Background: an optimization exercise with open tools, aiming at small area, a short achievable clock period and few clock cycles per item. Do not read the settings as production practice.
Where RTL was checked, it was by simulation tests only, not by an equivalence proof against the original.
Only the layout flow was run in runs 1 and 4 to 7; the RTL was not checked for function there.
Power is estimated from default activity; no workload was simulated.

===== flow/config.mk =====
export PLATFORM = sky130hd
export DESIGN_NAME = mpadd32_shift
export DESIGN_NICKNAME = mpadd32_shift
export VERILOG_FILES = /design/flow/design.v
export SDC_FILE = /design/flow/constraint.sdc
export NUM_CORES = 4
export LEC_CHECK = 0
export CAP_MARGIN = 20
export CORE_MARGIN = 2
export CORE_UTILIZATION = 40
export SETUP_SLACK_MARGIN = 2.5
export SLEW_MARGIN = 20

===== flow/constraint.sdc =====
create_clock -name core_clock -period 5.0 [get_ports {CLK}]
set_input_delay 1.0000 -clock core_clock [delete_from_list [all_inputs] [get_ports {CLK}]]
set_output_delay 1.0000 -clock core_clock [all_outputs]
set_load 0.01 [all_outputs]

===== flow/design.v =====
`timescale 1ns/10ps
module mpadd32_shift (CLK, RST_N, s_out, a_in, b_in, write, start, ready);
	input CLK, RST_N;
	input [255:0] a_in, b_in;
	input write, start;
	output [256:0] s_out;
	output ready;
	localparam K  = 16;
	localparam NB = 256 / K;
	reg [255:0]  q;
	reg [NB-1:0] g;      
	reg [NB-1:0] p;      
	reg          cout;
	reg          ready;
	assign s_out = {cout, q};
	genvar j, i;
	localparam L = 4;   
	wire [NB-1:0] pg [0:L];
	wire [NB-1:0] pp [0:L];
	assign pg[0] = g;
	assign pp[0] = p;
	generate
		for (j = 0; j < L; j = j + 1) begin : lvl
			for (i = 0; i < NB; i = i + 1) begin : node
				if ((i >> j) & 1) begin : comb
					localparam integer S = ((i >> j) << j) - 1;
					assign pg[j+1][i] = pg[j][i] | (pp[j][i] & pg[j][S]);
					assign pp[j+1][i] = pp[j][i] & pp[j][S];
				end else begin : pass
					assign pg[j+1][i] = pg[j][i];
					assign pp[j+1][i] = pp[j][i];
				end
			end
		end
	endgenerate
	wire [NB:0] c = {pg[L], 1'b0} & {(NB+1){start}};
	wire [255:0] t;
	generate
		for (j = 0; j < NB; j = j + 1) begin : inc
			for (i = 0; i < K; i = i + 1) begin : bit_
				if (j == 0) begin : first
					assign t[i] = 1'b0;
				end else if (i == 0) begin : lsb
					assign t[j*K] = c[j];
				end else begin : up
					assign t[j*K+i] = c[j] & (&q[j*K +: i]);
				end
			end
		end
	endgenerate
	wire [255:0]  ws;
	wire [NB-1:0] wg;
	wire [NB-1:0] wp;
	generate
		for (j = 0; j < NB; j = j + 1) begin : add
			assign wp[j] = &(a_in[j*K +: K] ^ b_in[j*K +: K]);
			assign {wg[j], ws[j*K +: K]} = {1'b0, a_in[j*K +: K]} + {1'b0, b_in[j*K +: K]};
		end
	endgenerate
	always @(posedge CLK) begin
		q    <= write ? ws : q ^ t;
		g    <= write ? wg : (start ? {NB{1'b0}} : g);
		if (write)
			p <= wp;
		cout <= write ? 1'b0 : cout | c[NB];
		if (~RST_N)
			ready <= 1'b0;
		else
			ready <= start;
	end
endmodule

===== flow/flow/run.sh =====
#!/bin/bash
# The standard layout, with the port buffers made from buf_1 cells
# instead of the default delay buffers.
set -euo pipefail
export BUFFER_PORTS_ARGS="-buffer_cell sky130_fd_sc_hd__buf_1"
bash standard.sh > standard.log 2>&1

===== flow/standard.sh =====
#!/bin/bash
# synth_recipe.tcl (not shown) runs the flow's synth.tcl, then flattens the netlist and writes it again
# the make line also repeats each setting of config.mk as NAME=value (left out here)
make -C /OpenROAD-flow-scripts/flow DESIGN_CONFIG=/design/flow/config.mk WORK_HOME=/design/flow/orfs CLKGATE_MAP_FILE= SYNTH_SCRIPT=/design/flow/synth_recipe.tcl "${@:-finish}"

==> metrics.md, run 1 <==
| Metric | Value |
|---|---|
| Syn_area_per_cell | 8.31 sq um |
| Post-Synth Simple-Gate Area | 0.193 |
| Psw | 0.00386 W |
| Worst Hold Class | reg -> reg |
| Worst-path fanout max | 3 |
| Hold_buf cts | 0 |
| P_leak | 12.8 nW |
| Post-Place Cell Area | 28800 sq um |
| XOR/XNOR Fraction of Synth Area | 0.146 |
| Initial Utilization | 0.405 |
| TNS Setup | 0 ns |
| Layout area overhead | 36.8% |
| Sequential area share after synthesis | 0.262 |
| Share of layout cells above drive strength 1 | 0.157 |
| CTS sink count | 289 |
| Port buffer count | 773 |
| Design area | 32700 sq um |
| Antenna-violating nets left | 0 |
| Final setup violation count | 0 |
| Warnings from Yosys | 1 |
| Final Slew Violations | 0 |
| Pwr dens | 311 nW/um^2 |
| Area share of the largest cell type after synthesis | 0.203 |
| Final Critical Period | 2.86 ns |
| Synth Instances | 2875 |
| Synthesized flop and latch total | 289 |
| Syn Nets | 3678 |
| Total CTS buffers | 37 |
| Drt pass-1 iters | 5 |
| RSZ-0062 raised after global routing | true |
| Async S/R FF share, synth | 0 |
| Most numerous cell in the Yosys netlist | nand2_1 |
| Crit Path Category | in -> reg |
| Fmax | 0.349 GHz |
| Cell Area, Synth | 23900 sq um |
| Number of synthesized flops with an enable pin | 47 |
| Sequential share of power | 0.334 |
| First-pass GRT wire length | 135 mm |
| Largest family of logic cells by synthesized area | compound AO/OA/AOI/OAI gates |
| Global Route Usage Sum | 0.282 |
| Final-layout fill cell count | 5728 |
| Hold Violations, Final | 0 |
| Synth cell count leaders | 306 x nand2_1, 271 x ha_1, 257 x o21ai_0 |
| H-tree levels | 2 |
| Final std cells w/o fill | 4579 |
| Compound-gate portion of the synthesized area | 0.202 |
| CP arrival | 3.33 ns |
| Cell-internal power | 0.00629 W |
| Actual slew at the worst max-slew pin | 1.23 ns |
| Clock share of power | 0.276 |
| Total grt overflow | 0 |
| Core ar. | 59000 sq um |
| Leading area contributor after synthesis | dfxtp_1 |
| Clock slew at reported path FFs | 0.05 ns |
| Site Rows | 89 |
| Multiplexer area fraction after synthesis | 0.0198 |
| Worst setup EP type | register |
| Vias in the first global route | 23561 |
| Final clock skew | 0.0203 ns |
| DR WL/cell | 20.4 microns |
| Hpwl dp | 73.5 mm |
| Net Sw Frac | 0.380 |
| Post-route setup slack | 2.14 ns |
| Startpoint types | input port |
| Die height | 248 microns |
| Final period util | 0.572 |
| Placed insts | 4357 |
| Synth Area in Adders | 0.155 |
| Area contributors post-synth | dfxtp_1 20%, ha_1 14%, xnor2_1 7.7% |
| Combinational share of power | 0.390 |
| Peak supply drop | 0.000207 V |
| Final core utilization | 0.554 |
| Worst slack, placed | 1.15 ns |
| Clock latency on the worst-skew pair | 0.55 ns |
| Vias | 25034 |
| Vias per inst | 5.47 |
| Placer Congestion | 0.966 |
| Top Ports | 774 |
| Routed wire length | 93.5 mm |
| Ys flop type | dfxtp_1 |
| DIE AREA | 61700 sq um |
| Root Buffer | clkbuf_16 |
| Final-stage net count | 4571 |
| Synth unique cells | 75 |
| Max_cap viols | 0 |
| CTS tree | built |
| Drt drc | 0 |
| DR iter-0 viols | 1162 |
| CTS max path bufs | 3 |
| Outcome | finished clean |
| Die width | 248 microns |
| Critical path required time | 5.47 ns |
| Max transition margin | 0.180 |
| Largest net degree at the start of global routing | 242 |
| Initial antenna violation count | 16 |
cells by family (layout without fill, tap and decap cells):
group,Yosys count,count (layout)
muxes,45,45
buffers and inverters,140,1062
AOI/OAI and AO/OA,769,769
adders and majority gates,287,287
and+or+nand+nor,948,948
other,0,9
DFF,289,289
xor gates and xnor gates,397,397
cells in the final DEF, fill, tap and decap left out, drive strengths merged, types with 39 or more instances in the layout:
cell | netlist | layout
a21oi | 169 | 169
nor2 | 192 | 192
edfxtp | 47 | 47
dfxtp | 242 | 242
ha | 271 | 271
nand2 | 306 | 306
a21o | 87 | 87
clkbuf | 53 | 65
xor2 | 188 | 188
and3 | 39 | 39
nand4 | 73 | 73
inv | 69 | 71
buf | 17 | 916
o21ai | 261 | 261
xnor2 | 209 | 209
nor3 | 75 | 75
nand3 | 100 | 100
sequential cells by signal, indices dropped and copies added (netlist names):
signal	cells
cout	1
p	15
q	256
g	16
ready	1
stage by stage:
step	hold WS (ns)	total power [W]
6_report	0.492	0.0101
4_1_cts	0.493	0.0100
3_3_place_gp	0.478	0.00692
2_1_floorplan	0.441	0.00558
3_5_place_dp	0.484	0.00693
5_1_grt	0.533	0.0107
final timing paths:
kind                                     start              to  slack, ns  depth (start not counted)
worst max-delay path                 b_in[128]  q[142]$_DFF_P_       2.14                         11
worst min-delay path            q[219]$_DFF_P_  q[219]$_DFF_P_       0.49                          1
worst max register to register  p[8]$_DFFE_PP_  q[252]$_DFF_P_       2.45                          9
worst min register to register  q[219]$_DFF_P_  q[219]$_DFF_P_       0.49                          1
layout make-up:
type                    instances  area, sq um  area share
clock inverters                11          135     0.00414
clock buffers                  57         1120      0.0344
repair buffers                924         4580       0.140
inverters                      70          273     0.00835
flip-flops and latches        289         6260       0.191
well taps                     773          967      0.0296
diodes                          9         22.5    0.000689
multi-input cells            2446        19300       0.591
layer usage:
layer	up-vias	part of all wire	global-route usage
met2	733	0.48	0.483
met5	-	0.0012	0
met3	204	0.076	0.0778
met4	18	0.043	0.121
li1	12316	-	-
met1	11763	0.40	0.329
worst max-delay path, stage by stage:
cell	delay [ns]
buf_6	0.10
ha_4	0.17
fa_2	0.35
a21o_1	0.20
a21oi_2	0.16
o211ai_1	0.16
a21oi_2	0.22
o211ai_1	0.18
a2111oi_2	0.43
o32ai_1	0.14
a311oi_1	0.22
power by group through the flow:
stage / Combinational (W) / Sequential, W / Clock, W
after floorplan: 0.00206 / 0.00352 / 0
after global placement: 0.00350 / 0.00341 / 0
after detailed placement: 0.00350 / 0.00342 / 0
after CTS: 0.00374 / 0.00338 / 0.00287
after global routing: 0.00431 / 0.00346 / 0.00295
final: 0.00396 / 0.00339 / 0.00280
repair_timing:
action                                  in CTS  in global routing
setup buffers                               92                 53
gates cloned                                 0                  0
resized for setup                          156                187
endpoints found under the setup margin     196                135
endpoints found under the hold margin        0                  0
pin swaps                                  114                167
==> run 2, diff against run 1 <==
--- a/flow/design.v
+++ b/flow/design.v
@@ -6,6 +6,7 @@
 	output [256:0] s_out;
 	output ready;
-	localparam K  = 16;
+	localparam K  = 8;
 	localparam NB = 256 / K;
+	localparam L  = 5;   
 	reg [255:0]  q;
 	reg [NB-1:0] g;      
@@ -15,5 +16,4 @@
 	assign s_out = {cout, q};
 	genvar j, i;
-	localparam L = 4;   
 	wire [NB-1:0] pg [0:L];
 	wire [NB-1:0] pp [0:L];
@@ -34,5 +34,5 @@
 		end
 	endgenerate
-	wire [NB:0] c = {pg[L], 1'b0} & {(NB+1){start}};
+	wire [NB:0] c = {pg[L], 1'b0};
 	wire [255:0] t;
 	generate
@@ -54,14 +54,14 @@
 	generate
 		for (j = 0; j < NB; j = j + 1) begin : add
+			assign {wg[j], ws[j*K +: K]} = {1'b0, a_in[j*K +: K]} + {1'b0, b_in[j*K +: K]};
 			assign wp[j] = &(a_in[j*K +: K] ^ b_in[j*K +: K]);
-			assign {wg[j], ws[j*K +: K]} = {1'b0, a_in[j*K +: K]} + {1'b0, b_in[j*K +: K]};
 		end
 	endgenerate
 	always @(posedge CLK) begin
 		q    <= write ? ws : q ^ t;
-		g    <= write ? wg : (start ? {NB{1'b0}} : g);
+		g    <= write ? wg : {NB{1'b0}};
+		cout <= write ? 1'b0 : cout | c[NB];
 		if (write)
 			p <= wp;
-		cout <= write ? 1'b0 : cout | c[NB];
 		if (~RST_N)
 			ready <= 1'b0;
--- a/flow/config.mk
+++ b/flow/config.mk
@@ -8,5 +8,5 @@
 export CAP_MARGIN = 20
 export CORE_MARGIN = 2
-export CORE_UTILIZATION = 40
+export CORE_UTILIZATION = 55
 export SETUP_SLACK_MARGIN = 2.5
 export SLEW_MARGIN = 20
==> run 2 against run 1 <==
  * The flow now stops in I/O pin placement
  * Area after synthesis is 2.0% lower
  * Synthesized cell count is 4.3% lower
==> metrics.md, run 2 <==
| Metric | Value |
|---|---|
| Syn Nets | 3587 (was 3678) |
| Synth cell count leaders | 314 x nand2_1, 287 x ha_1, 282 x dfxtp_1 (was 306 x nand2_1, 271 x ha_1, 257 x o21ai_0) |
| Last stage reached | I/O pin placement |
| Site Rows | 75 (was 89) |
| Die height | 210 microns (was 248 microns) |
| Ys flop type | dfxtp_1 (unchanged) |
| Synth Area in Adders | 0.181 (was 0.155) |
| Synth Instances | 2752 (was 2875) |
| Area contributors post-synth | dfxtp_1 24%, ha_1 15%, xor2_1 7.6% (was dfxtp_1 20%, ha_1 14%, xnor2_1 7.7%) |
| Multiplexer area fraction after synthesis | 0.0168 (was 0.0198) |
| Initial Utilization | 0.558 (was 0.405) |
| Area share of the largest cell type after synthesis | 0.241 (was 0.203) |
| Leading area contributor after synthesis | dfxtp_1 (unchanged) |
| Sequential area share after synthesis | 0.291 (was 0.262) |
| Synth unique cells | 63 (was 75) |
| Warnings from Yosys | 1 (unchanged) |
| Cell Area, Synth | 23400 sq um (was 23900 sq um) |
| Compound-gate portion of the synthesized area | 0.183 (was 0.202) |
| Largest family of logic cells by synthesized area | compound AO/OA/AOI/OAI gates (unchanged) |
| Synthesized flop and latch total | 321 (was 289) |
| Syn_area_per_cell | 8.51 sq um (was 8.31 sq um) |
| Number of synthesized flops with an enable pin | 39 (was 47) |
| Most numerous cell in the Yosys netlist | nand2_1 (unchanged) |
| Post-Synth Simple-Gate Area | 0.134 (was 0.193) |
| Async S/R FF share, synth | 0 (unchanged) |
| Die width | 210 microns (was 248 microns) |
| Outcome | did not finish (was finished clean) |
| First Error | [ERROR PPL-0024] Number of IO pins (774) exceeds maximum number of available positions (756). Increase the die perimeter from 841.32um to 1052.64um. |
| XOR/XNOR Fraction of Synth Area | 0.150 (was 0.146) |
## run 2: cell families after synthesis
logic type,count (synthesis)
buffers and inverters,268
adder cells (fa/ha/maj),319
flip-flops,321
AND/OR/NAND/NOR,665
multiplexers,35
AO/OA/AOI/OAI,743
XOR/XNOR,401
Testbench counts of run 2, summed over its fixed seeds: cycles 1,032, items 512.
==> run 3, diff against run 2 <==
--- a/flow/config.mk
+++ b/flow/config.mk
@@ -8,5 +8,5 @@
 export CAP_MARGIN = 20
 export CORE_MARGIN = 2
-export CORE_UTILIZATION = 55
+export CORE_UTILIZATION = 40
 export SETUP_SLACK_MARGIN = 2.5
 export SLEW_MARGIN = 20
==> run 3 against run 2 <==
  * Area after synthesis stayed put
  * Synthesized cell count stayed put
  * The run now finishes clean
==> metrics.md, run 3 <==
| Metric | Value |
|---|---|
| Area share of the largest cell type after synthesis | 0.241 (unchanged) |
| Net Sw Frac | 0.371 |
| Critical path required time | 5.42 ns |
| Core ar. | 57800 sq um |
| Max_cap viols | 0 |
| Final period util | 0.517 |
| Final-layout fill cell count | 5759 |
| Cell depth of the worst flop-to-flop path | 8 |
| Cell-internal power | 0.00627 W |
| Vias in the first global route | 21175 |
| Critical-path cell list | and4_4, and2_4, a32o_4, o21a_4, or3_4, a21o_1, ha_4, mux2_4 |
| Hpwl dp | 66.5 mm |
| Top Ports | 774 |
| Drt pass-1 iters | 5 |
| Hold wc startpoint | g[31]$_SDFF_PN0_ |
| Synth Instances | 2752 (unchanged) |
| DR iter-0 viols | 783 |
| Pwr dens | 341 nW/um^2 |
| Most numerous cell in the Yosys netlist | nand2_1 (unchanged) |
| Worst setup EP type | register |
| Hold_buf cts | 0 |
| Synth unique cells | 63 (unchanged) |
| Initial antenna violation count | 3 |
| Placer Congestion | 0.953 |
| Final-stage net count | 4387 |
| Antenna-violating nets left | 0 |
| Drt drc | 0 |
| Sequential area share after synthesis | 0.291 (unchanged) |
| Outcome | finished clean (was did not finish) |
| Die width | 246 microns (was 210 microns) |
| Total grt overflow | 0 |
| First-pass GRT wire length | 120 mm |
| CTS tree | built |
| Ys flop type | dfxtp_1 (unchanged) |
| R2r setup slk | 2.42 ns |
| Synthesized flop and latch total | 321 (unchanged) |
| Psw | 0.00370 W |
| Syn_area_per_cell | 8.51 sq um (unchanged) |
| Synth cell count leaders | 314 x nand2_1, 287 x ha_1, 282 x dfxtp_1 (unchanged) |
| Hold Violations, Final | 0 |
| Largest net degree at the start of global routing | 157 |
| Area contributors post-synth | dfxtp_1 24%, ha_1 15%, xor2_1 7.6% (unchanged) |
| DIE AREA | 60500 sq um |
| Largest registers | q (256), g (32), p (31) |
| Final clock skew | 0.0185 ns |
| Hold Crit Endpoint | cout$_SDFF_PP0_ |
| Max incr delay on CP | 0.46 ns |
| Number of flip-flops in the largest register | 256 |
| Actual slew at the worst max-slew pin | 0.761 ns |
| Global Route Usage Sum | 0.255 |
| TNS Setup | 0 ns |
| P_leak | 12.3 nW |
| RR Endpoint | q[232]$_DFF_P_ |
| Clock latency on the worst-skew pair | 0.55 ns |
| Share of layout cells above drive strength 1 | 0.0629 |
| Post-Place Cell Area | 27100 sq um |
| Clock share of power | 0.285 |
| Final Critical Period | 2.58 ns |
| Reg with most FFs | q |
| RSZ-0062 raised after global routing | true |
| CTS sink count | 321 |
| Final Slew Violations | 0 |
| CTS max path bufs | 3 |
| Number of synthesized flops with an enable pin | 39 (unchanged) |
| Min Hold Slack | 0.451 ns |
| Sequential share of power | 0.372 |
| Warnings from Yosys | 1 (unchanged) |
| Cell Area, Synth | 23400 sq um (unchanged) |
| Fmax | 0.387 GHz |
| Die height | 246 microns (was 210 microns) |
| Area of the multi-input gates | 16100 sq um |
| Combinational share of power | 0.344 |
| Design area | 29300 sq um |
| Worst-path fanout max | 4 |
| Total CTS buffers | 41 |
| Crit Path Category | reg -> reg |
| CP max stage cell | edfxtp_1 |
| Buf/Inv on CP | 0 |
| Most frequent cells in the layout | 772 x buf_1, 310 x nand2_1, 282 x dfxtp_1 |
| H-tree levels | 2 |
| Async S/R FF share, synth | 0 (unchanged) |
| Vias per inst | 5.05 |
| Vias | 21950 |
| DR WL/cell | 18.7 microns |
| Root Buffer | clkbuf_16 |
| Hold depth | 2 |
| Register area | 6820 sq um |
| Syn Nets | 3587 (unchanged) |
| Max transition margin | 0.493 |
| Startpoint types | register |
| Port buffer count | 773 |
| Layout area overhead | 24.9% |
| Site Rows | 88 (was 75) |
| Final setup violation count | 0 |
| Routed wire length | 81.2 mm |
| Most common cell after layout, fill and taps aside | buf_1 |
| Worst Hold Class | reg -> reg |
| Clock slew at reported path FFs | 0.06 ns |
| Crit-path leading delay family | simple AND/OR/NAND/NOR gates |
| Antenna fix cells | 0 |
| CP arrival | 3.01 ns |
| Leading area contributor after synthesis | dfxtp_1 (unchanged) |
| Reg2reg start | p[8]$_DFFE_PP_ |
| Peak supply drop | 0.000228 V |
| Initial Utilization | 0.405 (was 0.558) |
[run 3: cell counts after synthesis]
Identical to the previous run, type by type.
[run 3: power by group through the flow]
stage	sequential (W)	clock [W]	combinational, W
final	0.00371	0.00284	0.00343
after detailed placement	0.00374	0	0.00326
after CTS	0.00369	0.00291	0.00338
after global placement	0.00373	0	0.00326
after floorplan	0.00385	0	0.00185
after global routing	0.00378	0.00302	0.00379
[run 3: worst max path at each step]
stage,slack [ns],end,cells after the start,startpoint
4_1_cts,2.38,q[232]$_DFF_P_,8,p[1]$_DFFE_PP_
2_1_floorplan,2.47,q[7]$_DFFE_PP_,9,a_in[1]
3_3_place_gp,2.14,q[38]$_DFF_P_,12,a_in[32]
3_5_place_dp,2.07,q[232]$_DFF_P_,8,p[17]$_DFFE_PP_
6_report,2.42,q[232]$_DFF_P_,8,p[8]$_DFFE_PP_
5_1_grt,2.37,q[232]$_DFF_P_,8,p[8]$_DFFE_PP_
[run 3: metrics by stage]
step / std cells / total power [W] / setup slack (ns) / util
3_3_place_gp: 4234 / 0.00699 / 2.14 / 0.469
2_1_floorplan: 2752 / 0.00570 / 2.47 / -
3_5_place_dp: 4234 / 0.00700 / 2.07 / 0.469
5_1_grt: 4343 / 0.0106 / 2.37 / 0.506
4_1_cts: 4334 / 0.00999 / 2.38 / 0.500
6_report: 4343 / 0.00998 / 2.42 / 0.506
[run 3: cell type report]
cell class              instances  share of cell area
well taps                     765              0.0327
inverters                     207              0.0267
multi-input cells            2164               0.550
repair buffers                817               0.115
flip-flops and latches        321               0.233
clock inverters                 6             0.00188
clock buffers                  63              0.0410
[run 3: layer usage]
layer  global-route usage  wire, microns  vias to the layer above
met5                    0             41                        -
met4               0.0672           1990                        6
met3               0.0694           6150                       98
met2                0.456          40200                      613
met1                0.297          32800                    10073
li1                     -              -                    11160
[run 3: what timing repair did]
action,in CTS,in global routing
endpoints found under the setup margin,122,111
gates cloned,1,0
buffers inserted,30,9
gates resized for setup,68,68
pin swaps,30,51
[run 3: cells by family (layout without fill, tap and decap cells)]
group | count (synthesis) | in the layout | synth area share
DFF | 321 | 321 | 0.291
muxes | 35 | 35 | 0.0168
buffers and inverters | 268 | 1093 | 0.0437
AOI/OAI and AO/OA | 743 | 744 | 0.183
adders and majority gates | 319 | 319 | 0.181
xor gates and xnor gates | 401 | 401 | 0.150
and+or+nand+nor | 665 | 665 | 0.134
[run 3: worst register-to-register path: stages, from the launching register on]
cell	delay, ns
edfxtp_1	0.46
and4_4	0.21
and2_4	0.19
a32o_4	0.36
o21a_4	0.21
or3_4	0.37
a21o_1	0.19
ha_4	0.21
mux2_4	0.26
==> run 4, diff against run 3 <==
--- a/flow/design.v
+++ b/flow/design.v
@@ -35,4 +35,5 @@
 	endgenerate
 	wire [NB:0] c = {pg[L], 1'b0};
+	wire [NB:0] cn = c & {(NB+1){~write}};
 	wire [255:0] t;
 	generate
@@ -42,7 +43,7 @@
 					assign t[i] = 1'b0;
 				end else if (i == 0) begin : lsb
-					assign t[j*K] = c[j];
+					assign t[j*K] = cn[j];
 				end else begin : up
-					assign t[j*K+i] = c[j] & (&q[j*K +: i]);
+					assign t[j*K+i] = cn[j] & (&q[j*K +: i]);
 				end
 			end
@@ -59,5 +60,5 @@
 	endgenerate
 	always @(posedge CLK) begin
-		q    <= write ? ws : q ^ t;
+		q    <= (write ? ws : q) ^ t;
 		g    <= write ? wg : {NB{1'b0}};
 		cout <= write ? 1'b0 : cout | c[NB];
==> run 4 against run 3 <==
  * Area after synthesis up 0.43%
  * Hold slack better by 0.016 ns
  * Critical path type unchanged
  * Global-route usage about the same
  * Still clean on timing, DRC and antenna
  * Final cell count up 0.67%
==> metrics.md, run 4 <==
| Metric | Value |
|---|---|
| Port buffer count | 773 (unchanged) |
| Total grt overflow | 0 (unchanged) |
| Synth unique cells | 74 (was 63) |
| Worst setup EP type | register (unchanged) |
| Final-stage net count | 4375 (was 4387) |
| Clock share of power | 0.305 (was 0.285) |
| TNS Setup | 0 ns (unchanged) |
| Synth Area in Adders | 0.163 (was 0.181) |
| Initial Utilization | 0.406 (was 0.405) |
| Max incr delay on CP | 0.48 ns (was 0.46 ns) |
| Fmax | 0.384 GHz (was 0.387 GHz) |
| Die height | 246 microns (about the same) |
| Number of flip-flops in the largest register | 256 (unchanged) |
| Vias per inst | 5.17 (was 5.05) |
| Syn Nets | 3581 (was 3587) |
| Sequential area share after synthesis | 0.290 (was 0.291) |
| Warnings from Yosys | 1 (unchanged) |
| GR Util met3 | 0.0528 (was 0.0694) |
| Vias in the first global route | 21495 (was 21175) |
| Most frequent cells in the layout | 772 x buf_1, 295 x nand2_1, 282 x dfxtp_1 (was 772 x buf_1, 310 x nand2_1, 282 x dfxtp_1) |
| Syn_area_per_cell | 8.47 sq um (was 8.51 sq um) |
| CTS sink count | 321 (unchanged) |
| RSZ-0062 raised after global routing | true (unchanged) |
| Net Sw Frac | 0.368 (was 0.371) |
| Most common cell after layout, fill and taps aside | buf_1 (unchanged) |
| Hold_buf cts | 0 (unchanged) |
| Largest net degree at the start of global routing | 239 (was 157) |
| Die width | 246 microns (about the same) |
| Synth Instances | 2777 (was 2752) |
| Number of synthesized flops with an enable pin | 39 (unchanged) |
| Reg with most FFs | q (unchanged) |
| DR iter-0 viols | 922 (was 783) |
| Global routing usage on met2 | 0.453 (was 0.456) |
| GRT met1 Usage | 0.304 (was 0.297) |
| H-tree levels | 2 (unchanged) |
| Share of layout cells above drive strength 1 | 0.0633 (was 0.0629) |
| Clock slew at reported path FFs | 0.06 ns (about the same) |
| Critical-path cell list | buf_4, a21oi_4, o21ai_4, a22o_4, or3_1, and4_2, nand4_1, xor2_1, o21ai_0 (was and4_4, and2_4, a32o_4, o21a_4, or3_4, a21o_1, ha_4, mux2_4) |
| First-pass GRT wire length | 121 mm (was 120 mm) |
| P_leak | 12.4 nW (was 12.3 nW) |
| Layout area overhead | 25.6% (was 24.9%) |
| CTS max path bufs | 3 (unchanged) |
| Top Ports | 774 (unchanged) |
| Global Route Usage Sum | 0.255 (about the same) |
| Psw | 0.00371 W (was 0.00370 W) |
| Critical path required time | 5.39 ns (was 5.42 ns) |
| Drt pass-1 iters | 5 (unchanged) |
| XOR/XNOR Fraction of Synth Area | 0.148 (was 0.150) |
| Sequential share of power | 0.363 (was 0.372) |
| Drt drc | 0 (unchanged) |
| Actual slew at the worst max-slew pin | 1.12 ns (was 0.761 ns) |
| Placer Congestion | 0.965 (was 0.953) |
| Final setup violation count | 0 (unchanged) |
| Placed insts | 4255 (was 4234) |
| Final std cells w/o fill | 4372 (was 4343) |
| Vias | 22584 (was 21950) |
| Root Buffer | clkbuf_16 (unchanged) |
| Area share of the largest cell type after synthesis | 0.240 (was 0.241) |
| Area contributors post-synth | dfxtp_1 24%, ha_1 14%, xor2_1 7.7% (was dfxtp_1 24%, ha_1 15%, xor2_1 7.6%) |
| DR WL/cell | 18.8 microns (was 18.7 microns) |
| Routed wire length | 82.1 mm (was 81.2 mm) |
| Largest registers | q (256), g (32), p (31) (unchanged) |
| Worst Hold Class | reg -> reg (unchanged) |
| Cell Area, Synth | 23500 sq um (was 23400 sq um) |
| Cell-internal power | 0.00638 W (was 0.00627 W) |
| Final Critical Period | 2.60 ns (was 2.58 ns) |
| Pwr dens | 342 nW/um^2 (was 341 nW/um^2) |
| Multiplexer area fraction after synthesis | 0.00904 (was 0.0168) |
| Compound-gate portion of the synthesized area | 0.201 (was 0.183) |
| CP arrival | 3.00 ns (was 3.01 ns) |
| Combinational share of power | 0.332 (was 0.344) |
| Most numerous cell in the Yosys netlist | nand2_1 (unchanged) |
| Grt peak-use layer | met2 (unchanged) |
| Max transition margin | 0.256 (was 0.493) |
| DIE AREA | 60700 sq um (was 60500 sq um) |
| Worst-path fanout max | 6 (was 4) |
| Leading area contributor after synthesis | dfxtp_1 (unchanged) |
| Final Slew Violations | 0 (unchanged) |
| Max_cap viols | 0 (unchanged) |
| Synth cell count leaders | 300 x nand2_1, 282 x dfxtp_1, 256 x ha_1 (was 314 x nand2_1, 287 x ha_1, 282 x dfxtp_1) |
| CP max stage cell | or3_1 (was edfxtp_1) |
| Site Rows | 88 (unchanged) |
| Post-Synth Simple-Gate Area | 0.147 (was 0.134) |
| Core ar. | 57900 sq um (was 57800 sq um) |
| Clock latency on the worst-skew pair | 0.56 ns (was 0.55 ns) |
| Peak supply drop | 0.000247 V (was 0.000228 V) |
| Total CTS buffers | 41 (unchanged) |
| Outcome | finished clean (unchanged) |
| Antenna-violating nets left | 0 (unchanged) |
| Startpoint types | register (unchanged) |
| Async S/R FF share, synth | 0 (unchanged) |
| Crit Path Category | reg -> reg (unchanged) |
| Largest family of logic cells by synthesized area | compound AO/OA/AOI/OAI gates (unchanged) |
| Ys flop type | dfxtp_1 (unchanged) |
| Synthesized flop and latch total | 321 (unchanged) |
| Hpwl dp | 67.4 mm (was 66.5 mm) |
| CTS tree | built (unchanged) |
| Final period util | 0.521 (was 0.517) |
| Hold Violations, Final | 0 (unchanged) |
| Final clock skew | 0.0276 ns (was 0.0185 ns) |
| Initial antenna violation count | 4 (was 3) |
==> run 4: cell types whose count changed after synthesis, sizes merged, moves of 14 or more <==
cell,delta
nor2,+26
mux2i,+16
a21o,+44
o21ai,-16
o31ai,+15
nand2,-14
ha,-31
nand3,+30
mux2,-30
a21oi,-59
==> run 4: repair_timing <==
action,in CTS,in global routing
pin swaps,17,46
gates resized for setup,43,72
setup buffers,12,26
endpoints found under the setup margin,168,161
==> run 4: cell type report <==
| cell class | count | area, sq um |
|---|---|---|
| clock inverter | 11 | 136 |
| antenna | 3 | 7.51 |
| multi-input combinational | 2199 | 16300 |
| sequential | 321 | 6820 |
| timing repair buffer | 815 | 3350 |
| clock buffer | 65 | 1260 |
| tap | 765 | 957 |
| fill | 5781 | 28400 |
| inverter | 193 | 727 |
==> run 4: per-layer routing <==
layer,part of all wire,up-vias
met1,0.41,10449
met5,0.00016,-
met4,0.029,2
met3,0.066,113
met2,0.49,661
li1,-,11359
==> run 4: path summary, 6_finish.rpt <==
check,startpoint,to,slack (ns),cells past startpoint
worst max-delay path,p[13]$_DFFE_PP_,q[199]$_DFF_P_,2.40,9
worst min-delay path,g[31]$_SDFF_PN0_,cout$_SDFF_PP0_,0.47,2
worst max register to register,p[13]$_DFFE_PP_,q[199]$_DFF_P_,2.40,9
worst min register to register,g[31]$_SDFF_PN0_,cout$_SDFF_PP0_,0.47,2
==> run 4: worst max-delay path, delay by kind of cell, from the launching register on <==
family	cells	cell delay [ns]
compound gates	4	0.74
xor+xnor	1	0.15
buf+inv	1	0.17
flops	1	0.43
simple gates	3	0.95
==> run 4: stage by stage <==
stage / hold slack [ns] / power (W) / area, sq um / worst slack (ns) / util
final: 0.467 / 0.0101 / 29500 / 2.40 / 0.510
after global routing: 0.499 / 0.0107 / 29500 / 2.29 / 0.510
after CTS: 0.464 / 0.0101 / 29000 / 2.40 / 0.500
after detailed placement: 0.453 / 0.00689 / 27200 / 1.83 / 0.470
after global placement: 0.454 / 0.00688 / 27200 / 1.85 / 0.470
after floorplan: 0.417 / 0.00562 / 23600 / 2.45 / -
==> run 4: logic make-up (layout without fill, tap and decap cells) <==
logic type	after synthesis	after routing
xor gates and xnor gates	397	397
and+or+nand+nor	725	725
DFF	321	321
buffers and inverters	257	1084
adders and majority gates	288	288
AOI/OAI and AO/OA	768	768
other	0	3
muxes	21	21
==> run 4: power groups by stage <==
stage	sequential (W)	clock, W	combinational (W)
finish	0.00366	0.00308	0.00334
global route	0.00374	0.00324	0.00368
CTS	0.00365	0.00314	0.00327
detailed placement	0.00370	0	0.00319
global placement	0.00369	0	0.00319
floorplan	0.00379	0	0.00183
==> run 5, diff against run 4 <==
--- a/flow/design.v
+++ b/flow/design.v
@@ -8,12 +8,17 @@
 	localparam K  = 8;
 	localparam NB = 256 / K;
-	localparam L  = 5;   
 	reg [255:0]  q;
 	reg [NB-1:0] g;      
-	reg [NB-1:0] p;      
 	reg          cout;
 	reg          ready;
 	assign s_out = {cout, q};
+	wire [NB-1:0] p;
 	genvar j, i;
+	generate
+		for (j = 0; j < NB; j = j + 1) begin : blk
+			assign p[j] = &q[j*K +: K];
+		end
+	endgenerate
+	localparam L = $clog2(NB);
 	wire [NB-1:0] pg [0:L];
 	wire [NB-1:0] pp [0:L];
@@ -34,6 +39,5 @@
 		end
 	endgenerate
-	wire [NB:0] c = {pg[L], 1'b0};
-	wire [NB:0] cn = c & {(NB+1){~write}};
+	wire [NB:0] c = {pg[L], 1'b0} & {(NB+1){start}};
 	wire [255:0] t;
 	generate
@@ -43,7 +47,7 @@
 					assign t[i] = 1'b0;
 				end else if (i == 0) begin : lsb
-					assign t[j*K] = cn[j];
+					assign t[j*K] = c[j];
 				end else begin : up
-					assign t[j*K+i] = cn[j] & (&q[j*K +: i]);
+					assign t[j*K+i] = c[j] & (&q[j*K +: i]);
 				end
 			end
@@ -52,17 +56,20 @@
 	wire [255:0]  ws;
 	wire [NB-1:0] wg;
-	wire [NB-1:0] wp;
 	generate
 		for (j = 0; j < NB; j = j + 1) begin : add
-			assign {wg[j], ws[j*K +: K]} = {1'b0, a_in[j*K +: K]} + {1'b0, b_in[j*K +: K]};
-			assign wp[j] = &(a_in[j*K +: K] ^ b_in[j*K +: K]);
+			wire [K:0] cc;
+			assign cc[0] = 1'b0;
+			for (i = 0; i < K; i = i + 1) begin : fa
+				wire x = a_in[j*K+i] ^ b_in[j*K+i];
+				assign ws[j*K+i] = x ^ cc[i];
+				assign cc[i+1] = (a_in[j*K+i] & b_in[j*K+i]) | (cc[i] & x);
+			end
+			assign wg[j] = cc[K];
 		end
 	endgenerate
 	always @(posedge CLK) begin
-		q    <= (write ? ws : q) ^ t;
-		g    <= write ? wg : {NB{1'b0}};
+		q    <= write ? ws : q ^ t;
+		g    <= write ? wg : (start ? {NB{1'b0}} : g);
 		cout <= write ? 1'b0 : cout | c[NB];
-		if (write)
-			p <= wp;
 		if (~RST_N)
 			ready <= 1'b0;
==> flow/run.sh (new file) <==
#!/bin/bash
# synth_recipe.tcl (not shown) runs the flow's synth.tcl, then flattens the netlist and writes it again
# the make line also repeats each setting of config.mk as NAME=value (left out here)
make -C /OpenROAD-flow-scripts/flow DESIGN_CONFIG=/design/flow/config.mk WORK_HOME=/design/flow/orfs CLKGATE_MAP_FILE= SYNTH_SCRIPT=/design/flow/synth_recipe.tcl finish
--- a/flow/config.mk
+++ b/flow/config.mk
@@ -9,4 +9,3 @@
 export CORE_MARGIN = 2
 export CORE_UTILIZATION = 40
-export SETUP_SLACK_MARGIN = 2.5
 export SLEW_MARGIN = 20
removed: flow/flow/run.sh
removed: flow/standard.sh
==> run 5 against run 4 <==
  * Non-clock buffer count fell by 38
  * First-iteration DRC count fell by 16%
  * Via count fell by 22%
  * Critical path type is now in -> reg
  * Critical endpoint is now q[247]$_DFF_P_
==> metrics.md, run 5 <==
| Metric | Value |
|---|---|
| Die width | 228 microns (was 246 microns) |
| Most numerous cell in the Yosys netlist | inv_1 (was nand2_1) |
| Final std cells w/o fill | 3522 (was 4372) |
| Vias per inst | 5.01 (was 5.17) |
| Max_cap viols | 0 (unchanged) |
| Pwr dens | 327 nW/um^2 (was 342 nW/um^2) |
| Min Hold Slack | 0.535 ns (was 0.467 ns) |
| Initial antenna violation count | 26 (was 4) |
| TNS Setup | 0 ns (unchanged) |
| Actual slew at the worst max-slew pin | 1.05 ns (was 1.12 ns) |
| Most common cell after layout, fill and taps aside | clkdlybuf4s50_1 (was buf_1) |
| Total CTS buffers | 37 (was 41) |
| Final-stage net count | 3608 (was 4375) |
| Worst-path fanout max | 1 (was 6) |
| Final-layout fill cell count | 4451 (was 5781) |
| Root Buffer | clkbuf_16 (unchanged) |
| R2r setup slk | 1.48 ns (was 2.40 ns) |
| Warnings from Yosys | 1 (unchanged) |
| Most frequent cells in the layout | 771 x clkdlybuf4s50_1, 261 x inv_1, 250 x dfxtp_1 (was 772 x buf_1, 295 x nand2_1, 282 x dfxtp_1) |
| Global Route Usage Sum | 0.303 (was 0.255) |
| Final core utilization | 0.597 (was 0.510) |
| Drt drc | 0 (unchanged) |
| Final period util | 0.863 (was 0.521) |
| DR iter-0 viols | 779 (was 922) |
| Ys flop type | dfxtp_1 (unchanged) |
| Synthesized flop and latch total | 290 (was 321) |
| RSZ-0062 raised after global routing | false (was true) |
| Startpoint types | input port (was register) |
| CTS sink count | 290 (was 321) |
| Resized Gates After CTS | 0 (was 43) |
| Placer Congestion | 0.945 (was 0.965) |
| Initial Utilization | 0.402 (was 0.406) |
| Layout area overhead | 48.3% (was 25.6%) |
| Number of synthesized flops with an enable pin | 40 (was 39) |
| Largest registers | q (256), g (32) (was q (256), g (32), p (31)) |
| Syn_area_per_cell | 9.74 sq um (was 8.47 sq um) |
| Largest net degree at the start of global routing | 214 (was 239) |
| CTS tree | built (unchanged) |
| Drt pass-1 iters | 6 (was 5) |
| Total grt overflow | 0 (unchanged) |
| Fmax | 0.232 GHz (was 0.384 GHz) |
| H-tree levels | 2 (unchanged) |
| Synth cell count leaders | 263 x inv_1, 250 x dfxtp_1, 230 x nand2_1 (was 300 x nand2_1, 282 x dfxtp_1, 256 x ha_1) |
| DIE AREA | 52000 sq um (was 60700 sq um) |
| Clock slew at reported path FFs | 0.06 ns (about the same) |
| Area share of the largest cell type after synthesis | 0.250 (was 0.240) |
| Final setup violation count | 0 (unchanged) |
| Peak supply drop | 0.000212 V (was 0.000247 V) |
| Antenna-violating nets left | 0 (unchanged) |
| Core ar. | 49900 sq um (was 57900 sq um) |
| Clock latency on the worst-skew pair | 0.56 ns (about the same) |
| Reg with most FFs | q (unchanged) |
| P_leak | 12.2 nW (was 12.4 nW) |
| Synth unique cells | 75 (was 74) |
| Cell depth of the worst flop-to-flop path | 9 (unchanged) |
| Die height | 228 microns (was 246 microns) |
| Cell Area, Synth | 20100 sq um (was 23500 sq um) |
| Sequential area share after synthesis | 0.309 (was 0.290) |
| Worst Hold Class | reg -> reg (unchanged) |
| DR WL/cell | 22.4 microns (was 18.8 microns) |
| Final Slew Violations | 0 (unchanged) |
| Critical path required time | 5.49 ns (was 5.39 ns) |
| Placed insts | 3438 (was 4255) |
| CTS max path bufs | 3 (unchanged) |
| Synth Instances | 2060 (was 2777) |
| Share of layout cells above drive strength 1 | 0.0480 (was 0.0633) |
| Final clock skew | 0.0265 ns (was 0.0276 ns) |
| Site Rows | 82 (was 88) |
| CP arrival | 4.81 ns (was 3.00 ns) |
| Outcome | finished clean (unchanged) |
| Port buffer count | 773 (unchanged) |
| Reg2reg start | q[18]$_DFF_P_ (was p[13]$_DFFE_PP_) |
| CP Capture Point | q[247]$_DFF_P_ (was q[199]$_DFF_P_) |
| Hpwl dp | 65.7 mm (was 67.4 mm) |
| Leading area contributor after synthesis | dfxtp_1 (unchanged) |
| Max transition margin | 0.302 (was 0.256) |
| Top Ports | 774 (unchanged) |
| Async S/R FF share, synth | 0 (unchanged) |
| Vias in the first global route | 18637 (was 21495) |
| Vias | 17637 (was 22584) |
| RR Endpoint | q[184]$_DFF_P_ (was q[199]$_DFF_P_) |
| Crit Path Category | in -> reg (was reg -> reg) |
| Hold Violations, Final | 0 (unchanged) |
| Number of flip-flops in the largest register | 256 (unchanged) |
| First-pass GRT wire length | 117 mm (was 121 mm) |
| Crit path launch | a_in[240] (was p[13]$_DFFE_PP_) |
| Syn Nets | 2863 (was 3581) |
| Area contributors post-synth | dfxtp_1 25%, fa_1 22%, edfxtp_1 6.0% (was dfxtp_1 24%, ha_1 14%, xor2_1 7.7%) |
| Hold_buf cts | 0 (unchanged) |
| Routed wire length | 78.9 mm (was 82.1 mm) |
| Total setup buffers inserted after CTS | 0 (was 12) |
| Final Critical Period | 4.31 ns (was 2.60 ns) |
| Worst setup EP type | register (unchanged) |
==> run 5: changes by cell type in the layout (fill, tap and decap cells not counted), sizes merged, moves of 70 or more <==
cell / change
xnor2: -103
a21oi: -196
o21bai: -70
a21o: -123
ha: -193
nand2: -70
fa: +192
clkdlybuf4s50: +771
xor2: -93
buf: -808
o21ai: -100
inv: +70
==> run 5: worst min path at each step <==
stage	from	to	slack, ns	cells after the start
floorplan	cout$_SDFF_PP0_	cout$_SDFF_PP0_	0.47	2
global placement	q[255]$_DFF_P_	cout$_SDFF_PP0_	0.52	2
detailed placement	g[31]$_SDFFCE_PN0P_	cout$_SDFF_PP0_	0.52	2
CTS	q[255]$_DFF_P_	cout$_SDFF_PP0_	0.53	2
global route	q[255]$_DFF_P_	cout$_SDFF_PP0_	0.56	2
finish	q[255]$_DFF_P_	cout$_SDFF_PP0_	0.54	2
==> run 5: cell type report <==
type                       instances  area [sq um]  area share
clock buffer                      52          1120      0.0375
multi-input combinational       1436         12600       0.423
clock inverter                    16           184     0.00618
antenna                           16          40.0     0.00135
timing repair buffer             777          7780       0.262
tap                              672           841      0.0283
inverter                         263           992      0.0334
sequential                       290          6210       0.209
==> run 5: metal layers <==
layer	global-route usage	vias up	part of all wire
met5	0	-	0.0013
met4	0.129	16	0.044
met3	0.105	150	0.085
met2	0.528	579	0.50
met1	0.334	8562	0.37
li1	-	8330	-
==> run 5: cell families after synthesis <==
kind of cell             count (synthesis)  synth area share
AND/OR/NAND/NOR                        590             0.143
buffers and inverters                  334            0.0632
flip-flops                             290             0.309
adder cells (fa/ha/maj)                287             0.263
AO/OA/AOI/OAI                          275            0.0898
XOR/XNOR                               201            0.0878
multiplexers                            83            0.0435
==> run 5: power breakdown <==
part	internal [W]	switching (W)	total [W]
Sequential	0.00286	0.000559	0.00342
Combinational	0.00183	0.00159	0.00342
Clock	0.00177	0.00112	0.00289
==> run 5: through the flow <==
| stage | instance area, sq um | setup WS, ns | power [W] |
|---|---|---|---|
| floorplan | 20100 | 0.938 | 0.00476 |
| global placement | 28400 | 0.187 | 0.00683 |
| detailed placement | 28400 | 0.176 | 0.00688 |
| CTS | 29700 | 0.764 | 0.00981 |
| global route | 29700 | 0.567 | 0.0102 |
| finish | 29700 | 0.685 | 0.00972 |
==> run 5: critical path, stage by stage <==
cell and delay [ns]:
clkdlybuf4s50_1 0.49, ha_1 0.25, fa_1 0.38, fa_1 0.39
fa_1 0.39, fa_1 0.36, inv_1 0.08, fa_1 0.26
inv_1 0.08, fa_1 0.35, inv_1 0.08, fa_1 0.39
and2_1 0.16, a31oi_1 0.13
==> run 6, diff against run 5 <==
==> flow/design.v (replaced) <==
`timescale 1ns/10ps
module mpadd32_shift (CLK, RST_N, s_out, a_in, b_in, write, start, ready);
	input CLK, RST_N;
	input [255:0] a_in, b_in;
	input write, start;
	output [256:0] s_out;
	output ready;
	localparam K  = 8;
	localparam NB = 256 / K;
	localparam L  = 5;   
	localparam LW = 3;   
	reg [255:0]  q;
	reg [NB-1:0] g;      
	reg [NB-1:0] p;      
	reg          cout;
	reg          ready;
	assign s_out = {cout, q};
	genvar j, i;
	wire [255:0]  ws;
	wire [NB-1:0] bg;
	wire [NB-1:0] bp;
	generate
		for (j = 0; j < NB; j = j + 1) begin : add
			assign {bg[j], ws[j*K +: K]} = {1'b0, a_in[j*K +: K]} + {1'b0, b_in[j*K +: K]};
			assign bp[j] = &(a_in[j*K +: K] ^ b_in[j*K +: K]);
		end
	endgenerate
	wire [NB-1:0] pg [0:L];
	wire [NB-1:0] pp [0:L];
	generate
		for (j = 0; j < L; j = j + 1) begin : lvl
			wire [NB-1:0] gi, pi;
			if (j == 0) begin : in0
				assign gi = bg;
				assign pi = bp;
			end else if (j == LW) begin : inr
				assign gi = g;
				assign pi = p;
			end else begin : inl
				assign gi = pg[j];
				assign pi = pp[j];
			end
			for (i = 0; i < NB; i = i + 1) begin : node
				if (i >= (1 << j)) begin : comb
					assign pg[j+1][i] = gi[i] | (pi[i] & gi[i - (1 << j)]);
					assign pp[j+1][i] = pi[i] & pi[i - (1 << j)];
				end else begin : pass
					assign pg[j+1][i] = gi[i];
					assign pp[j+1][i] = pi[i];
				end
			end
		end
	endgenerate
	wire [NB:0] c = {pg[L], 1'b0};
	wire [255:0] t;
	generate
		for (j = 0; j < NB; j = j + 1) begin : inc
			for (i = 0; i < K; i = i + 1) begin : bit_
				if (j == 0) begin : first
					assign t[i] = 1'b0;
				end else if (i == 0) begin : lsb
					assign t[j*K] = c[j];
				end else begin : up
					assign t[j*K+i] = c[j] & (&q[j*K +: i]);
				end
			end
		end
	endgenerate
	always @(posedge CLK) begin
		q    <= write ? ws : q ^ t;
		g    <= write ? pg[LW] : {NB{1'b0}};
		p    <= pp[LW];
		cout <= write ? 1'b0 : cout | c[NB];
		if (~RST_N)
			ready <= 1'b0;
		else
			ready <= start;
	end
endmodule
==> flow/flow/run.sh (new file) <==
#!/bin/bash
# The standard layout, with the port buffers made from buf_1 cells
# instead of the default delay buffers.
set -euo pipefail
export BUFFER_PORTS_ARGS="-buffer_cell sky130_fd_sc_hd__buf_1"
bash standard.sh > standard.log 2>&1
==> flow/standard.sh (new file) <==
#!/bin/bash
# synth_recipe.tcl (not shown) runs the flow's synth.tcl, then flattens the netlist and writes it again
# the make line also repeats each setting of config.mk as NAME=value (left out here)
make -C /OpenROAD-flow-scripts/flow DESIGN_CONFIG=/design/flow/config.mk WORK_HOME=/design/flow/orfs CLKGATE_MAP_FILE= SYNTH_SCRIPT=/design/flow/synth_recipe.tcl "${@:-finish}"
--- a/flow/config.mk
+++ b/flow/config.mk
@@ -9,3 +9,4 @@
 export CORE_MARGIN = 2
 export CORE_UTILIZATION = 40
+export SETUP_SLACK_MARGIN = 2.5
 export SLEW_MARGIN = 20
removed: flow/run.sh
==> run 6 against run 5 <==
  * Still clean
  * Count of clock-buffer cells in the layout up 8
  * Clock power up 12%
  * Global-route usage down 3.4 points
  * Power up 3.2%
  * Die area up 21%
  * Sequential share of layout area up 0.27 points
  * Area after synthesis up 22%
  * Cell area up 1.3%
  * Synthesized cell count up 35%
  * Critical path type unchanged
  * Critical endpoint is now g[27]$_SDFF_PN0_
  * Largest power group unchanged
==> metrics.md, run 6 <==
| Metric | Value |
|---|---|
| Sequential share of power | 0.352 (was 0.351) |
| Worst setup EP type | register (unchanged) |
| Leading area contributor after synthesis | dfxtp_1 (unchanged) |
| Drt pass-1 iters | 5 (was 6) |
| Root Buffer | clkbuf_16 (unchanged) |
| RSZ-0062 raised after global routing | true (was false) |
| Hpwl dp | 73.2 mm (was 65.7 mm) |
| Psw | 0.00363 W (was 0.00327 W) |
| Initial antenna violation count | 5 (was 26) |
| Actual slew at the worst max-slew pin | 0.922 ns (was 1.05 ns) |
| Warnings from Yosys | 1 (unchanged) |
| P_leak | 12.1 nW (was 12.2 nW) |
| CTS max path bufs | 3 (unchanged) |
| Combinational share of power | 0.326 (was 0.352) |
| Number of synthesized flops with an enable pin | 8 (was 40) |
| Clock share of power | 0.322 (was 0.297) |
| Startpoint types | input port (unchanged) |
| Worst Hold Class | reg -> reg (unchanged) |
| Async S/R FF share, synth | 0 (unchanged) |
| Pwr dens | 333 nW/um^2 (was 327 nW/um^2) |
| Antenna-violating nets left | 0 (unchanged) |
| Outcome | finished clean (unchanged) |
| Drt drc | 0 (unchanged) |
| Number of flip-flops in the largest register | 256 (unchanged) |
| Synth unique cells | 71 (was 75) |
| Vias per inst | 5.39 (was 5.01) |
| Placer Congestion | 0.944 (was 0.945) |
| Largest net degree at the start of global routing | 159 (was 214) |
| Fmax | 0.408 GHz (was 0.232 GHz) |
| Clock slew at reported path FFs | 0.05 ns (was 0.06 ns) |
| Hold_buf cts | 0 (unchanged) |
| DIE AREA | 63000 sq um (was 52000 sq um) |
| CP arrival | 2.88 ns (was 4.81 ns) |
| Layout area overhead | 23.5% (was 48.3%) |
| TNS Setup | 0 ns (unchanged) |
| Ys flop type | dfxtp_1 (unchanged) |
| Placed insts | 4277 (was 3438) |
| Largest registers | q (256), g (32), p (24) (was q (256), g (32)) |
| Area contributors post-synth | dfxtp_1 25%, ha_1 15%, xor2_1 6.7% (was dfxtp_1 25%, fa_1 22%, edfxtp_1 6.0%) |
| Net Sw Frac | 0.361 (was 0.336) |
| Cell-internal power | 0.00641 W (was 0.00646 W) |
| Area share of the largest cell type after synthesis | 0.251 (was 0.250) |
| Sequential area share after synthesis | 0.261 (was 0.309) |
| Synth cell count leaders | 306 x dfxtp_1, 287 x ha_1, 283 x nand2_1 (was 263 x inv_1, 250 x dfxtp_1, 230 x nand2_1) |
| Most common cell after layout, fill and taps aside | buf_1 (was clkdlybuf4s50_1) |
| Worst slack, placed | 1.75 ns (was 0.176 ns) |
| Vias in the first global route | 22766 (was 18637) |
| Die height | 251 microns (was 228 microns) |
| Final Critical Period | 2.45 ns (was 4.31 ns) |
| Initial Utilization | 0.404 (was 0.402) |
| Final clock skew | 0.0124 ns (was 0.0265 ns) |
| Reg with most FFs | q (unchanged) |
| Final-stage net count | 4379 (was 3608) |
| Share of layout cells above drive strength 1 | 0.0990 (was 0.0480) |
| Max transition margin | 0.385 (was 0.302) |
| Crit Path Category | in -> reg (unchanged) |
| Die width | 251 microns (was 228 microns) |
| CTS tree | built (unchanged) |
| First-pass GRT wire length | 132 mm (was 117 mm) |
| Port buffer count | 773 (unchanged) |
| Critical path required time | 5.43 ns (was 5.49 ns) |
| Core ar. | 60400 sq um (was 49900 sq um) |
| Routed wire length | 88.0 mm (was 78.9 mm) |
| Total grt overflow | 0 (unchanged) |
| Total CTS buffers | 42 (was 37) |
| Final setup violation count | 0 (unchanged) |
| H-tree levels | 2 (unchanged) |
| DR WL/cell | 20.2 microns (was 22.4 microns) |
| Overall Power | 0.0100 W (was 0.00972 W) |
| Synthesized flop and latch total | 314 (was 290) |
| Global Route Usage Sum | 0.269 (was 0.303) |
| Post-route setup slack | 2.55 ns (was 0.685 ns) |
| Synth Instances | 2776 (was 2060) |
| Worst-path fanout max | 3 (was 1) |
| Most frequent cells in the layout | 771 x buf_1, 306 x dfxtp_1, 283 x nand2_1 (was 771 x clkdlybuf4s50_1, 261 x inv_1, 250 x dfxtp_1) |
| Most numerous cell in the Yosys netlist | dfxtp_1 (was inv_1) |
| Final period util | 0.490 (was 0.863) |
| Hold Violations, Final | 0 (unchanged) |
| DR iter-0 viols | 1041 (was 779) |
| Cell Area, Synth | 24400 sq um (was 20100 sq um) |
| Vias | 23473 (was 17637) |
| Final core utilization | 0.499 (was 0.597) |
| Syn Nets | 3611 (was 2863) |
| Final Slew Violations | 0 (unchanged) |
| Peak supply drop | 0.000209 V (was 0.000212 V) |
| Max_cap viols | 0 (unchanged) |
| Site Rows | 90 (was 82) |
| Final std cells w/o fill | 4358 (was 3522) |
| CTS sink count | 314 (was 290) |
| Top Ports | 774 (unchanged) |
| Syn_area_per_cell | 8.79 sq um (was 9.74 sq um) |
| Clock latency on the worst-skew pair | 0.56 ns (about the same) |
run 6: stage by stage:
stage	hold WS [ns]	cell area [sq um]
floorplan	0.417	24800
global placement	0.425	28500
detailed placement	0.432	28500
CTS	0.445	30000
global route	0.491	30100
finish	0.445	30100
run 6: worst paths after layout:
check,startpoint,end,slack (ns),cells after the start
hold / removal,g[31]$_SDFF_PN0_,cout$_SDFF_PP0_,0.45,2
setup / recovery,b_in[200],g[27]$_SDFF_PN0_,2.55,9
setup reg to reg,g[6]$_SDFF_PN0_,q[248]$_DFF_P_,2.80,6
hold reg to reg,g[31]$_SDFF_PN0_,cout$_SDFF_PP0_,0.45,2
run 6: cell type report:
cell class	count	area [sq um]
antenna	2	5.00
clock inverter	14	199
fill	6040	30200
multi-input combinational	2308	17900
clock buffer	60	1280
inverter	95	362
timing repair buffer	783	3010
sequential	314	6370
tap	782	978
run 6: timing repair:
item                       4_1_cts  5_1_grt
gates cloned                     0        0
hold endpoints to repair         0        0
resized for setup                5       17
pin swaps                        2        8
setup endpoints to repair        8       23
setup buffers                    0        5
run 6: kinds of logic after synthesis:
logic type,share of synthesized area
AO/OA/AOI/OAI,0.210
AND/OR/NAND/NOR,0.175
XOR/XNOR,0.132
adder cells (fa/ha/maj),0.173
flip-flops,0.261
buffers and inverters,0.0255
multiplexers,0.0237
run 6: routing by layer:
metal  wire length (microns)  global-route usage  vias up  part of all wire
met5                      56                   0        -           0.00064
met4                    3000              0.0971       10             0.034
li1                        -                   -    11720                 -
met1                   35500               0.311    10935              0.40
met2                   43900               0.485      667              0.50
met3                    5580              0.0579      141             0.063
run 6: power by group through the flow:
stage	clock (W)	sequential, W	combinational, W
finish	0.00323	0.00353	0.00327
global route	0.00340	0.00360	0.00362
CTS	0.00331	0.00352	0.00327
detailed placement	0	0.00357	0.00325
global placement	0	0.00356	0.00324
floorplan	0	0.00367	0.00189
run 6: critical path, cell delays in order:
cell and delay [ns]:
buf_1 0.10, ha_4 0.17, fa_2 0.36, a21o_1 0.20, a21oi_2 0.20, o211a_1 0.24, o21ai_1 0.15, a31oi_2 0.33
o22ai_2 0.13
==> run 7, diff against run 6 <==
--- a/flow/config.mk
+++ b/flow/config.mk
@@ -9,4 +9,4 @@
 export CORE_MARGIN = 2
 export CORE_UTILIZATION = 40
-export SETUP_SLACK_MARGIN = 2.5
+export SETUP_SLACK_MARGIN = 2.8
 export SLEW_MARGIN = 20
==> run 7 against run 6 <==
  * Global-route usage rose by 0.72 points
  * Die area unchanged
  * Setup slack better by 0.15 ns
  * Routed wire length is 4.7% higher
  * Clock skew is 0.0051 ns higher
  * First-iteration DRC count increased by 9.3%
  * Non-clock buffer count rose by 121
  * Count of clock-buffer cells in the layout rose by 1
  * Critical path type unchanged
  * Largest power group is now combinational logic
==> metrics.md, run 7 <==
| Metric | Value |
|---|---|
| Area share of the largest cell type after synthesis | 0.251 (unchanged) |
| Drt pass-1 iters | 5 (unchanged) |
| Area contributors post-synth | dfxtp_1 25%, ha_1 15%, xor2_1 6.7% (unchanged) |
| Vias per inst | 5.38 (was 5.39) |
| R2r setup slk | 2.90 ns (was 2.80 ns) |
| Syn_area_per_cell | 8.79 sq um (unchanged) |
| Top Ports | 774 (unchanged) |
| Total CTS buffers | 40 (was 42) |
| Critical-path cell list | buf_6, ha_4, fa_2, a21o_1, a21oi_4, o211a_4, o31ai_4, a21oi_2, o22ai_1 (was buf_1, ha_4, fa_2, a21o_1, a21oi_2, o211a_1, o21ai_1, a31oi_2, o22ai_2) |
| Crit-path leading delay family | compound AO/OA/AOI/OAI gates (unchanged) |
| Layout area overhead | 38.6% (was 23.5%) |
| Sequential area share after synthesis | 0.261 (unchanged) |
| DR iter-0 viols | 1138 (was 1041) |
| DIE AREA | 63000 sq um (unchanged) |
| Placed insts | 4277 (unchanged) |
| Cell Area, Synth | 24400 sq um (unchanged) |
| Worst-path fanout max | 3 (unchanged) |
| Clock latency on the worst-skew pair | 0.57 ns (was 0.56 ns) |
| Synthesized flop and latch total | 314 (unchanged) |
| Number of synthesized flops with an enable pin | 8 (unchanged) |
| Leading area contributor after synthesis | dfxtp_1 (unchanged) |
| Crit path launch | a_in[144] (was b_in[200]) |
| Final core utilization | 0.560 (was 0.499) |
| Reg2reg start | g[2]$_SDFF_PN0_ (was g[6]$_SDFF_PN0_) |
| Async S/R FF share, synth | 0 (unchanged) |
| First-pass GRT wire length | 136 mm (was 132 mm) |
| CP Capture Point | g[21]$_SDFF_PN0_ (was g[27]$_SDFF_PN0_) |
| Crit Path Category | in -> reg (unchanged) |
| Final clock skew | 0.0175 ns (was 0.0124 ns) |
| Largest net degree at the start of global routing | 198 (was 159) |
| P_leak | 13.4 nW (was 12.1 nW) |
| Warnings from Yosys | 1 (unchanged) |
| Root Buffer | clkbuf_16 (unchanged) |
| Most numerous cell in the Yosys netlist | dfxtp_1 (unchanged) |
| Port buffer count | 773 (unchanged) |
| Die height | 251 microns (unchanged) |
| Synth unique cells | 71 (unchanged) |
| Clock slew at reported path FFs | 0.06 ns (was 0.05 ns) |
| Routed wire length | 92.1 mm (was 88.0 mm) |
| Most frequent cells in the layout | 590 x buf_1, 280 x nand2_1, 236 x dfxtp_1 (was 771 x buf_1, 306 x dfxtp_1, 283 x nand2_1) |
| Total grt overflow | 0 (unchanged) |
| Global Route Usage Sum | 0.276 (was 0.269) |
| Drt drc | 0 (unchanged) |
| CTS tree | built (unchanged) |
| Actual slew at the worst max-slew pin | 1.07 ns (was 0.922 ns) |
| CTS sink count | 314 (unchanged) |
| Hpwl dp | 74.7 mm (was 73.2 mm) |
| Initial antenna violation count | 7 (was 5) |
| Reg with most FFs | q (unchanged) |
| Most common cell after layout, fill and taps aside | buf_1 (unchanged) |
| Placer Congestion | 0.929 (was 0.944) |
| Synth cell count leaders | 306 x dfxtp_1, 287 x ha_1, 283 x nand2_1 (unchanged) |
| Final-stage net count | 4498 (was 4379) |
| Hold wc startpoint | g[31]$_SDFF_PN0_ (unchanged) |
| Vias in the first global route | 23170 (was 22766) |
| RSZ-0062 raised after global routing | true (unchanged) |
| Max transition margin | 0.284 (was 0.385) |
| Cell depth of the worst flop-to-flop path | 6 (unchanged) |
| Share of layout cells above drive strength 1 | 0.257 (was 0.0990) |
| Final period util | 0.461 (was 0.490) |
| Number of flip-flops in the largest register | 256 (unchanged) |
| Worst setup EP type | register (unchanged) |
| CP max stage cell | fa_2 (unchanged) |
| Largest registers | q (256), g (32), p (24) (unchanged) |
| Max incr delay on CP | 0.37 ns (was 0.36 ns) |
| Site Rows | 90 (unchanged) |
| Die width | 251 microns (unchanged) |
| CTS max path bufs | 3 (unchanged) |
| Max_cap viols | 0 (unchanged) |
| Final std cells w/o fill | 4482 (was 4358) |
| Startpoint types | input port (unchanged) |
| Ys flop type | dfxtp_1 (unchanged) |
| TNS Setup | 0 ns (unchanged) |
| Syn Nets | 3611 (unchanged) |
| RR Endpoint | q[222]$_DFF_P_ (was q[248]$_DFF_P_) |
| Initial Utilization | 0.404 (unchanged) |
| H-tree levels | 2 (unchanged) |
| Peak supply drop | 0.000243 V (was 0.000209 V) |
| Core ar. | 60400 sq um (unchanged) |
| CP arrival | 2.72 ns (was 2.88 ns) |
| Final setup violation count | 0 (unchanged) |
| Buf/Inv on CP | 1 (unchanged) |
| Synth Instances | 2776 (unchanged) |
| Outcome | finished clean (unchanged) |
| DR WL/cell | 20.6 microns (was 20.2 microns) |
| Antenna-violating nets left | 0 (unchanged) |
| Critical path required time | 5.42 ns (was 5.43 ns) |
| Overall Power | 0.0102 W (was 0.0100 W) |
| Final Critical Period | 2.30 ns (was 2.45 ns) |
| Pwr dens | 303 nW/um^2 (was 333 nW/um^2) |
| Vias | 24108 (was 23473) |
| Worst Hold Class | reg -> reg (unchanged) |
| Fmax | 0.434 GHz (was 0.408 GHz) |
| Critical path depth | 9 (unchanged) |
| Final Slew Violations | 0 (unchanged) |
| Hold Violations, Final | 0 (unchanged) |
run 7: area by class of cell:
class / count / area [sq um]
Multi-Input combinational cell: 2308 / 20300
Tap cell: 782 / 978
Inverter: 95 / 364
Clock inverter: 12 / 97.6
Antenna cell: 6 / 15.0
Timing Repair Buffer: 904 / 4440
Sequential cell: 314 / 6450
Clock buffer: 61 / 1160
Fill cell: 5647 / 26500
run 7: worst min-delay path by stage:
stage,slack [ns],endpoint,depth (start not counted)
CTS,0.48,cout$_SDFF_PP0_,2
floorplan,0.42,cout$_SDFF_PP0_,2
global route,0.54,cout$_SDFF_PP0_,2
finish,0.48,cout$_SDFF_PP0_,2
detailed placement,0.45,cout$_SDFF_PP0_,2
global placement,0.46,cout$_SDFF_PP0_,2
run 7: logic make-up after synthesis:
family                   after synthesis  synth area share
XOR/XNOR                             367             0.132
multiplexers                          54            0.0237
AO/OA/AOI/OAI                        788             0.210
AND/OR/NAND/NOR                      780             0.175
buffers and inverters                154            0.0255
flip-flops                           314             0.261
adder cells (fa/ha/maj)              319             0.173
run 7: metal layers:
| layer | up-vias | track usage | share of wire |
|---|---|---|---|
| li1 | 11976 | - | - |
| met1 | 11289 | 0.318 | 0.40 |
| met2 | 673 | 0.511 | 0.50 |
| met3 | 166 | 0.0566 | 0.058 |
| met4 | 4 | 0.0828 | 0.036 |
| met5 | - | 0 | 0.00023 |
run 7: per-stage QoR:
step,setup WS [ns],cell area [sq um],hold WS (ns)
after floorplan,2.42,25900,0.417
final,2.70,33800,0.478
after global routing,2.66,33800,0.536
after detailed placement,1.85,29600,0.455
after CTS,2.69,32100,0.476
after global placement,1.83,29600,0.465
run 7: where the power goes:
| part | internal, W | switching (W) |
|---|---|---|
| logic | 0.00173 | 0.00209 |
| registers | 0.00303 | 0.000527 |
| clock network | 0.00166 | 0.00122 |
run 7: timing repair:
action | in CTS | in global routing
buffers inserted | 69 | 57
pin swaps | 116 | 194
hold buffers | 0 | 0
setup endpoints to repair | 148 | 180
gates resized for setup | 226 | 345
gates cloned | 0 | 0
run 7: tightest hold or removal path: stages (launching register included):
cell      delay [ns]
dfxtp_1         0.32
a211oi_1        0.05
nor2_1          0.07

[port drivers added, routing unchanged]
No port has a modelled driver above. Below, the same layouts with a new extraction and two added sets of constraints.
Step 1 assumes that a clkbuf_16 drives the clock port and a buf_2 every other input.
Step 2 moves the port delays by t, midway between the first and last clock arrival at a register: inputs arrive t later, outputs are due t later. That takes back most of the time a late clock gives input paths.
Three values: ideal ports, drivers, drivers and shift; two values: the first two.
run	shift t [ns]	setup WS [ns]	pins driven straight from the clock port
run 1	0.605	2.138 / 2.159 / 1.554	1
run 3	0.598	2.416 / 2.416 / 2.090	1
run 4	0.608	2.397 / 2.397 / 2.071	1
run 5	0.607	0.685 / 0.713 / 0.106	1
run 6	0.615	2.549 / 2.579 / 1.964	1
run 7	0.628	2.696 / 2.715 / 2.087	1
After both steps setup and hold are still met in every run listed. The setup slack of run 7, which loses most, moves by +0.019 ns with the drivers and by -0.609 ns with both steps.
